Background: an optimization exercise with open tools, aiming at small area and a short achievable clock period. Do not read the settings as production practice.
Only simulation tests tie the RTL to the original design; equivalence was not proved.
Power and IR drop assume default switching activity.

==> flow/design.v <==
module processor(clk,rst,start,data_in,data_out);
input clk;
input rst;
input start;
input [7:0]data_in;
output [7:0]data_out;
reg [7:0] mem [0:255];
reg [7:0] A;
reg [15:0] row;      
reg [15:0] col;      
reg state;           
reg c1, c2;          
reg [7:0] tq [0:3];  
reg [3:0] tqs;       
wire [7:0] temp = (tq[0] & {8{tqs[0]}}) | (tq[1] & {8{tqs[1]}}) |
                  (tq[2] & {8{tqs[2]}}) | (tq[3] & {8{tqs[3]}});
wire wr = rst & ~state & ~start & (c1 | c2);
reg [7:0] rd [0:3];
integer i, q;
always @* begin
    for (q = 0; q < 4; q = q + 1) begin
        rd[q] = 8'b0;
        for (i = 0; i < 64; i = i + 1)
            rd[q] = rd[q] | (mem[q*64+i] & {8{row[q*4+i/16] & col[i%16]}});
    end
end
integer j;
always @(posedge clk) begin
    for (j = 0; j < 256; j = j + 1)
        if (wr & row[j/16] & col[j%16]) mem[j] <= data_in;
    if (rst & state) begin
        for (q = 0; q < 4; q = q + 1) begin
            tq[q] <= rd[q];
            tqs[q] <= |row[q*4 +: 4];
        end
    end
end
always @(posedge clk) begin
    if (!rst) begin
        state <= 1'b0;
        A <= 8'b0;
        row <= 16'b1;
        col <= 16'b1;
        c1 <= 1'b0;
        c2 <= 1'b0;
    end else if (!state) begin
        if (start) begin
            state <= 1'b1;
        end else begin
            col <= {col[14:0], col[15]};
            if (col[15]) row <= {row[14:0], row[15]};
            c1 <= ~c1;
            c2 <= c1;
        end
    end else begin
        col <= {col[14:0], col[15]};
        if (col[15]) row <= {row[14:0], row[15]};
        if (c1) A <= temp;
        c1 <= ~c1 & ~c2;
        c2 <= c1;
    end
end
assign data_out = A;
endmodule
make LEC_CHECK=0 ABC_CLOCK_PERIOD_IN_PS=2000 CAP_MARGIN=20 CORE_MARGIN=2 CORE_UTILIZATION=40 CTS_BUF_LIST=sky130_fd_sc_hd__clkbuf_16 CTS_CLUSTER_DIAMETER=60 CTS_CLUSTER_SIZE=30 SETUP_SLACK_MARGIN=2.7 SLEW_MARGIN=20 finish   # period 5.0 ns
run.sh (not shown) runs the stock make flow with config.mk's settings and CLKGATE_MAP_FILE= SYNTH_SCRIPT=/design/flow/synth_recipe.tcl, a recipe that flattens the netlist after the stock synthesis.
Next try:
--- a/flow/design.v
+++ b/flow/design.v
@@ -11,16 +11,21 @@
 reg state;           
 reg c1, c2;          
-reg [7:0] tq [0:3];  
-reg [3:0] tqs;       
-wire [7:0] temp = (tq[0] & {8{tqs[0]}}) | (tq[1] & {8{tqs[1]}}) |
-                  (tq[2] & {8{tqs[2]}}) | (tq[3] & {8{tqs[3]}});
+reg [7:0] tq [0:7];  
+reg [7:0] tqs;       
+reg [7:0] temp;
+integer k;
+always @* begin
+    temp = 8'b0;
+    for (k = 0; k < 8; k = k + 1)
+        temp = temp | (tq[k] & {8{tqs[k]}});
+end
 wire wr = rst & ~state & ~start & (c1 | c2);
-reg [7:0] rd [0:3];
+reg [7:0] rd [0:7];
 integer i, q;
 always @* begin
-    for (q = 0; q < 4; q = q + 1) begin
+    for (q = 0; q < 8; q = q + 1) begin
         rd[q] = 8'b0;
-        for (i = 0; i < 64; i = i + 1)
-            rd[q] = rd[q] | (mem[q*64+i] & {8{row[q*4+i/16] & col[i%16]}});
+        for (i = 0; i < 32; i = i + 1)
+            rd[q] = rd[q] | (mem[q*32+i] & {8{row[q*2+i/16] & col[i%16]}});
     end
 end
@@ -30,7 +35,7 @@
         if (wr & row[j/16] & col[j%16]) mem[j] <= data_in;
     if (rst & state) begin
-        for (q = 0; q < 4; q = q + 1) begin
+        for (q = 0; q < 8; q = q + 1) begin
             tq[q] <= rd[q];
-            tqs[q] <= |row[q*4 +: 4];
+            tqs[q] <= |row[q*2 +: 2];
         end
     end
Result: Final cell count is lower by 5.8%; worst hold slack got worse by 0.037 ns; via count is lower by 7.5%; die area barely changes; synthesized area is higher by 0.30%; non-clock buffer count is lower by 113; count of clock-buffer cells in the layout is lower by 4; total power is higher by 1.4%; register-to-register slack improved by 0.21 ns; clock power is about the same; global-route usage is lower by 2.2 points; utilization is lower by 0.94 points.

==> port drivers added, routing unchanged <==
Ports are ideal in the flow. The routed layouts listed here were re-timed in OpenROAD.
Step 1 assumes that a clkbuf_16 drives the clock port and a buf_2 every other input.
Step 2, shift: input delay + t, output delay - t, t = (earliest + latest rising clock arrival at the registers) / 2. This alone moves slack from input paths to output paths.
Three values: no drivers, after step 1, after step 2; two values: the first two.
| run | shift t [ns] | setup WS [ns] | hold WS [ns] | cell pins on the clock port's net |
|---|---|---|---|---|
| the first run | 0.895 | 2.470 / 2.470 / 1.826 | 0.508 / 0.508 / 0.508 | 1 |
| the second run | 0.864 | 2.676 / 2.621 / 1.924 | 0.470 / 0.470 / 0.470 | 1 |
After both steps setup and hold are still met in every run listed. The setup slack of the second run, which loses most, moves by -0.055 ns with the drivers and by -0.752 ns with both steps.
